Source: an optimization exercise on an open RTL-to-GDS flow (aim: small area, a short achievable clock period and few clock cycles per item). Production flows keep margins and buffers that such runs may drop.
In this exercise RTL edits were held to simulation tests only and were not proved equivalent to the original.
Power is estimated from default activity; no workload was simulated.

`run.sh`:
```
#!/bin/bash
# synth_recipe.tcl (not shown) runs the flow's synth.tcl, then flattens the netlist and writes it again
# the make line also repeats each setting of config.mk as NAME=value (left out here)
make -C /OpenROAD-flow-scripts/flow DESIGN_CONFIG=/design/flow/config.mk WORK_HOME=/design/flow/orfs CLKGATE_MAP_FILE= SYNTH_SCRIPT=/design/flow/synth_recipe.tcl finish
```
`config.mk`:
```
export PLATFORM = sky130hd
export DESIGN_NAME = topSystolicArray
export DESIGN_NICKNAME = topSystolicArray
export VERILOG_FILES = /design/flow/design.v
export SDC_FILE = /design/flow/constraint.sdc
export NUM_CORES = 4
export LEC_CHECK = 0
export CAP_MARGIN = 20
export CORE_MARGIN = 2
export CORE_UTILIZATION = 40
export SLEW_MARGIN = 20
```
`constraint.sdc`:
```
create_clock -name core_clock -period 7.0 [get_ports {i_clk}]
set_input_delay 1.4000 -clock core_clock [delete_from_list [all_inputs] [get_ports {i_clk}]]
set_output_delay 1.4000 -clock core_clock [all_outputs]
set_load 0.01 [all_outputs]
```
`design.v`:
```
`default_nettype none
module pe
  ( input  var logic        i_clk
  , input  var logic        i_arst
  , input  var logic        i_doProcess
  , input  var logic [7:0]  i_a
  , input  var logic [7:0]  i_b
  , output var logic [7:0]  o_a
  , output var logic [7:0]  o_b
  , output var logic [31:0] o_y
  );
  logic [7:0]  a_q, b_q;
  logic [31:0] y_q;
  always_ff @(posedge i_clk, posedge i_arst)
    if (i_arst) begin
      a_q <= '0;
      b_q <= '0;
    end else if (i_doProcess) begin
      a_q <= i_a;
      b_q <= i_b;
    end
  always_ff @(posedge i_clk, posedge i_arst)
    if (i_arst)
      y_q <= '0;
    else if (i_doProcess)
      y_q <= y_q + (32'(i_a) * 32'(i_b));
    else
      y_q <= '0;
  always_comb begin
    o_a = a_q;
    o_b = b_q;
    o_y = y_q;
  end
endmodule
`resetall
`default_nettype none
module systolicArray
  #(parameter int unsigned N = 4)
  ( input  var logic                         i_clk
  , input  var logic                         i_arst
  , input  var logic                         i_doProcess
  , input  var logic [N-1:0][(2*N)-2:0][7:0] i_row
  , input  var logic [N-1:0][(2*N)-2:0][7:0] i_col
  , output var logic [N-1:0][N-1:0][31:0]    o_c
  );
  /*verilator lint_off UNUSED*/
  logic [N-1:0][N:0][7:0] rowInterConnect;
  logic [N:0][N-1:0][7:0] colInterConnect;
  /*verilator lint_on UNUSED*/
  for (genvar i = 0; i < N; i++) begin: PerDummyRowColInterconnect
    always_comb
      rowInterConnect[i][0] = i_row[i][0];
    always_comb
      colInterConnect[0][i] = i_col[i][0];
  end: PerDummyRowColInterconnect
  for (genvar i = 0; i < N; i++) begin: PerRow
    for (genvar j = 0; j < N; j++) begin: PerCol
      pe u_pe
      ( .i_clk
      , .i_arst
      , .i_doProcess
      , .i_a (rowInterConnect[i][j])
      , .i_b (colInterConnect[i][j])
      , .o_a (rowInterConnect[i][j+1])
      , .o_b (colInterConnect[i+1][j])
      , .o_y (o_c[i][j])
      );
    end: PerCol
  end: PerRow
endmodule
`resetall
`default_nettype none
module topSystolicArray
  #(parameter int unsigned N = 4)                              
  ( input  var logic                      i_clk
  , input  var logic                      i_arst
  , input  var logic [N-1:0][N-1:0][7:0]  i_a
  , input  var logic [N-1:0][N-1:0][7:0]  i_b
  , input  var logic                      i_validInput
  , output var logic [N-1:0][N-1:0][31:0] o_c
  , output var logic                      o_validResult
  );
    localparam bit N_VALID =
      &{ N > 2
      ,  N < 257
      };
  if (!N_VALID) begin: ParamCheck
    $error("Matrix dimension size 'N' is invalid.");
  end: ParamCheck
  localparam int unsigned MULT_CYCLES = 3*N-2;
  localparam int unsigned MULT_CYCLES_W = $clog2(MULT_CYCLES+1);
  logic [MULT_CYCLES_W-1:0] counter_d, counter_q;
  always_ff @(posedge i_clk, posedge i_arst)
    if (i_arst)
      counter_q <= 0;
    else
      counter_q <= counter_d;
  always_comb
    if (doProcess_d == '1)
      counter_d = counter_q + 1'b1;
    else
      counter_d = '0;
  logic validResult_q;
  always_ff @(posedge i_clk, posedge i_arst)
    if (i_arst)
      validResult_q <= '0;
    else if (counter_q == MULT_CYCLES_W'(MULT_CYCLES))
      validResult_q <= '1;
    else
      validResult_q <= '0;
  always_comb
    o_validResult = validResult_q;
  logic doProcess_d, doProcess_q;
  always_ff @(posedge i_clk, posedge i_arst)
    if (i_arst)
      doProcess_q <= '0;
    else
      doProcess_q <= doProcess_d;
  always_comb
    if (i_validInput)
      doProcess_d = '1;
    else if (counter_q == MULT_CYCLES_W'(MULT_CYCLES+1))
      doProcess_d = '0;
    else
      doProcess_d = doProcess_q;
  localparam int unsigned PAD = 8*(N-1);
  localparam bit [PAD-1:0] APPEND_ZERO = PAD'(0);
  logic [N-1:0][(2*N)-2:0][7:0] row_d, row_q;
  logic [N-1:0][(2*N)-2:0][7:0] col_d, col_q;
  logic [N-1:0][N-1:0][7:0] invertedRowElements;
  logic [N-1:0][N-1:0][7:0] invertedColElements;
  for (genvar i = 0; i < N; i++) begin: perRowCol
    always_ff @(posedge i_clk, posedge i_arst)
      if (i_arst)
        row_q[i] <= '0;
      else
        row_q[i] <= row_d[i];
    always_comb
      if (i_validInput)
        row_d[i] = {APPEND_ZERO, invertedRowElements[i]} << i*8;
      else if (counter_q != '0)
        row_d[i] = row_q[i] >> 8;
      else
        row_d[i] = row_q[i];
    for (genvar j = 0; j < N; j++) begin: perRowElement
      always_comb
        invertedRowElements[i][j] = i_a[i][N-j-1];
    end: perRowElement
    always_ff @(posedge i_clk, posedge i_arst)
      if (i_arst)
        col_q[i] <= '0;
      else
        col_q[i] <= col_d[i];
    always_comb
      if (i_validInput)
        col_d[i] = {APPEND_ZERO, invertedColElements[i]} << i*8;
      else if (counter_q != '0)
        col_d[i] = col_q[i] >> 8;
      else
        col_d[i] = col_q[i];
    for (genvar j = 0; j < N; j++) begin: perColElement
      always_comb
        invertedColElements[i][j] = i_b[N-j-1][i];
    end: perColElement
  end: perRowCol
  systolicArray
  #(.N (N))
  u_systolicArray
  ( .i_clk
  , .i_arst
  , .i_doProcess (doProcess_q)
  , .i_row (row_q)
  , .i_col (col_q)
  , .o_c
  );
endmodule
`resetall
```
==> run notes <==
## kinds of logic (layout without fill, tap and decap cells)
kind of cell | after synthesis | after routing | share of synthesized area [%]
other | 0 | 5 | 0
buffers and inverters | 1246 | 2090 | 5.37
AO/OA/AOI/OAI | 1505 | 1505 | 10.5
flip-flops | 1062 | 1062 | 30.4
XOR/XNOR | 521 | 521 | 5.21
adder cells (fa/ha/maj) | 1459 | 1459 | 25.9
AND/OR/NAND/NOR | 3112 | 3112 | 17.8
multiplexers | 401 | 401 | 4.86
## state kept, by name (all words and copies together), names as in the netlist
| register | flops |
|---|---|
| row_q | 176 |
| u_systolicArray.PerRow.PerCol.u_pe.b_q | 96 |
| u_systolicArray.PerRow.PerCol.u_pe.y_q | 512 |
| col_q | 176 |
| counter_q | 4 |
| doProcess_q | 1 |
| u_systolicArray.PerRow.PerCol.u_pe.a_q | 96 |
| validResult_q | 1 |
## what timing repair did
item | in CTS | in global routing
resized for setup | 0 | 5
endpoints found under the setup margin | 0 | 13
endpoints found under the hold margin | 0 | 0
## metrics by stage
step | cell area [um^2] | total power, W | util (%) | cells
finish | 103000 | 0.0328 | 47.6 | 13000
global placement | 98700 | 0.0252 | 45.4 | 12800
CTS | 103000 | 0.0332 | 47.5 | 13000
global route | 103000 | 0.0354 | 47.6 | 13000
detailed placement | 98700 | 0.0255 | 45.4 | 12800
floorplan | 87500 | 0.0198 | - | 9306
## layer usage
| metal | GRT usage (%) | up-vias |
|---|---|---|
| met5 | 0 | - |
| met4 | 6.36 | 10 |
| met3 | 3.85 | 320 |
| met2 | 37.8 | 1449 |
| met1 | 29.1 | 33800 |
| li1 | - | 32500 |
## worst max path at each step
stage / to / slack, ns / cells after the start
2_1_floorplan: col_q[0]$_DFFE_PP0P_ / -9.05 / 1
3_5_place_dp: u_systolicArray.PerRow[1].PerCol[2].u_pe.y_q[21]$_DFF_PP0_ / 0.32 / 23
6_report: u_systolicArray.PerRow[1].PerCol[3].u_pe.y_q[19]$_DFF_PP0_ / 0.45 / 23
4_1_cts: u_systolicArray.PerRow[1].PerCol[2].u_pe.y_q[31]$_DFF_PP0_ / 0.31 / 23
3_3_place_gp: u_systolicArray.PerRow[1].PerCol[2].u_pe.y_q[31]$_DFF_PP0_ / 0.37 / 23
5_1_grt: u_systolicArray.PerRow[1].PerCol[0].u_pe.y_q[22]$_DFF_PP0_ / 0.07 / 22
## final cells by class
class                      count  area (um^2)
clock inverter                54          827
inverter                     993         3740
fill                       20500       114000
timing repair buffer         856         8500
tap                         2854         3570
clock buffer                 187         3880
antenna                        5         12.5
multi-input combinational   6998        56300
sequential                  1062        26600
## critical path: stages (launching register included)
cell and delay [ns]:
dfrtp_1 0.58, and2_1 0.26, fa_1 0.44, fa_1 0.50
inv_1 0.06, fa_1 0.48, fa_1 0.48, inv_1 0.04
ha_1 0.31, nor2b_1 0.15, o21a_1 0.19, nor4_1 0.45
nor2_1 0.13, xnor2_1 0.15, ha_1 0.36, a21o_1 0.20
or3_1 0.33, nor4_1 0.37, nor3_1 0.18, o31ai_1 0.26
buf_4 0.21, nor2_1 0.06, xnor2_1 0.13, nor2_1 0.05
## Yosys cell counts, drive strengths merged, types with 9 or more instances
library cell	count	area, um^2
a21oi	466	2340
o21ai	486	2430
nand4	66	413
nand2	924	3470
ha	867	10800
o211ai	24	185
nor2b	70	438
nor2	578	2170
nand3	109	546
a21o	155	1160
or4	20	150
nor4	24	163
buf	25	118
xnor2	316	2770
or3	61	387
mux2	192	2160
fa	592	11900
and4	15	134
inv	993	3730
nor3	159	801
xor2	205	1800
o21bai	40	304
and3	60	375
a21boi	12	90.1
o22ai	9	56.3
nand3b	11	82.6
a221oi	9	109
o31ai	34	265
nand2b	58	363
nor3b	15	113
and2	916	5730
a211oi	46	365
o21a	66	495
mux2i	209	2090
a31oi	34	213
dfrtp	1062	26600
or2	9	56.3
o41ai	25	260
clkbuf	228	856
o31a	11	96.3
## power by group
part | internal [W] | switching (W) | total, W
logic | 0.00703 | 0.00886 | 0.0159
registers | 0.00758 | 0.00194 | 0.00952
clock network | 0.00437 | 0.00303 | 0.00740
==> run notes <==
Timing:
- At the pin with the least slew margin, the transition time is about 1.1 ns.
- The max-slew violation count came to 0.
- The final clock period utilization by the worst path is between 90 and 100%.
- The time the final worst path needs with I/O delays and setup is roughly 6.6 ns.
- Setup violations remaining at the end of the flow were counted as 0.
- Setup repair after global routing left no endpoint under its margin.
- In the post-route analysis, the smallest setup slack over all paths is ~0.45 ns.
- The worst hold-check slack is between 0.5 and 0.6 ns.
- For the final database, setup skew stands at around 0.037 ns.
- The setup total negative slack is 0 ns.
- The final-report hold violation count was 0.
- Derived from the worst setup path, the maximum achievable clock frequency is ~150 MHz.
- The worst relative slew slack is 26.3%.

Global route:
- The via count of the first global-routing pass is between 70000 and 80000.
- The total global-route track usage is around 22%.
- The number of antenna violations at the first check in global routing came to 17.
- The total global routing overflow is 0.
- The first global-routing pass estimated 397000 um of wire.
- The maximum number of pins on one net before global-route repair is between 200 and 250.

Detailed routing:
- The met1 layer wirelength in the final routing is between 100000 and 150000 um.
- The total number of vias is ~68000.
- After detailed routing, the number of remaining DRC violations is 0.
- After detailed routing, the met2 layer carries between 100000 and 150000 um of wire.
- The ratio of routed vias to standard cells is ~5.2.
- After detailed routing, the average wire length per cell comes to 19.1 um.
- Before antenna repair, the detailed router went through 6 iterations.
- Wires add up to around 250000 um.
- The detailed router used layers up to and including met5.
- The detail route stage leaves a number of antenna-violating nets equal to 0.
- The routed length on met3 is roughly 12000 um.
- The detailed router finished its first iteration with around 3900 violations.

Die:
- The starting density of the core is approximately two fifths.
- The die extent in y is roughly 470 um.
- From left edge to right edge, the die measures 472 um.
- The floorplan step defined a die boundary enclosing 0.223 mm^2.
- In this run the standard cell core region covers 0.217 mm^2.
- The top-level port count is just under 800.
- The number of rows in the core area is about 170.

Yosys:
- The average cell area after synthesis is ~9.4 um^2.
- After synthesis, the share of flip-flops with an asynchronous set or reset is 100%.
- The number of nets produced by synthesis is 11000.
- Among all flip-flop cells after synthesis, the most frequent one is dfrtp_1.
- The total standard cell area after synthesis is 0.0875 mm^2.
- Synthesis handed over a netlist of 9306 instances.
- For this run, the register share of the synthesized area comes to around 30%.
- The number of warnings issued by yosys is 3.
- Counting distinct cell types in the post-synthesis netlist gives 96.
- The number of flops mapped to enable cells by yosys is 0.
- The synthesis-stage register bit count is around 1100.

Worst setup path:
- In this run the worst path has a maximum fanout of 10.
- Measured in cells, the most critical reg-to-reg path has a length of 23.
- The worst reg2reg path startpoint is u_systolicArray.PerRow[0].PerCol[3].u_pe.b_q[2]$_DFFE_PP0P_.
- The type of destination of the critical path is a flip-flop.
- The type of the worst setup path is reg2reg.
- The worst path arrival time is between 7 and 8 ns.
- The critical path starts at u_systolicArray.PerRow[0].PerCol[3].u_pe.b_q[2]$_DFFE_PP0P_.
- The end of the worst register-to-register path is u_systolicArray.PerRow[1].PerCol[3].u_pe.y_q[19]$_DFF_PP0_.
- STA classifies the critical path startpoint as a flip-flop.
- STA puts the critical path data required time at between 7 and 8 ns.
- The setup slack on the worst flop-to-flop path is between 0.4 and 0.5 ns.

Final layout:
- The layout-stage area growth over the synthesis result is 18.1%.
- In the layout the commonest cells are dfrtp_1, inv_1, nand2_1, and2_1, ha_1.
- At the end of the flow, the number of nets in the layout was between 10000 and 15000.
- The most common cell after layout, fill and taps aside is dfrtp_1.
- The fraction of layout instances using a drive strength above 1 is around 5.3%.

Worst hold path:
- The worst hold-check path type is reg2reg.
- The number of cells on the worst hold path is 2.
- The worst hold path begins at row_q[189]$_DFFE_PP0P_.
- For hold timing, the worst endpoint is row_q[181]$_DFFE_PP0P_.

Clock tree:
- The cts-stage hold buffer count is 0.
- The clock-pin transition on the worst setup and hold timing paths is ~0.060 ns.
- The clock reaches the later pin of the worst-skew pair after between 0.8 and 0.9 ns.
- The clock passes through at most 3 buffers.
- Clock tree synthesis inserted a total of roughly 140 buffers.
- The number of setup buffers added after CTS is 0.
- The level count of the clock H-tree is 4.
- Counting every sink on the clock net gives 1062.
- TritonCTS built the clock tree.
- The tree is rooted in a clkbuf_16.

Power:
- The power per standard cell area is ~320 mW/mm^2.
- The leakage power summed over all cells is between 50 and 60 nW.
- VDD sags by at most 0.000384 V.

Placement:
- The pre-CTS worst setup slack is between 0.3 and 0.4 ns.
- The final weighted congestion in routability-driven placement is approximately 0.90.
- The total half-perimeter wirelength after legalization and detailed placement is ~190000 um.
- Port buffering added approximately 770 buffers.

Job:
- The max-capacitance violation count is 0.

Run status:
- The flow ran to the end and the layout has no timing, DRC or antenna violations.
Testbench counts, summed over its fixed seeds: cycles 6,136, items 512.

==> separate check: timing with driven ports <==
The flow's constraints put no driver on any port. The routed layout listed below was extracted and timed again, unchanged, in two steps. Step 1 assumes that a clkbuf_16 drives the clock port and a buf_2 every other input. Step 2 times the ports against the registers' clock, not the clock port: input delays grow and output delays shrink by t, the midpoint of the rising clock arrivals with the driver on. Slacks: no drivers / after step 1 / after step 2; pairs: no drivers / after step 1.
shift t [ns]: 0.897
setup slack, ns: 0.445 / 0.445 / 0.445
worst setup path at the end: register to register
latest minus earliest clock arrival (ns): 0.050 / 0.050
worst register clock-pin slew, ns: 0.06 / 0.06
After both steps setup and hold are still met in this run. The setup slack of this run moves by 0.000 ns with the drivers and by 0.000 ns with both steps.
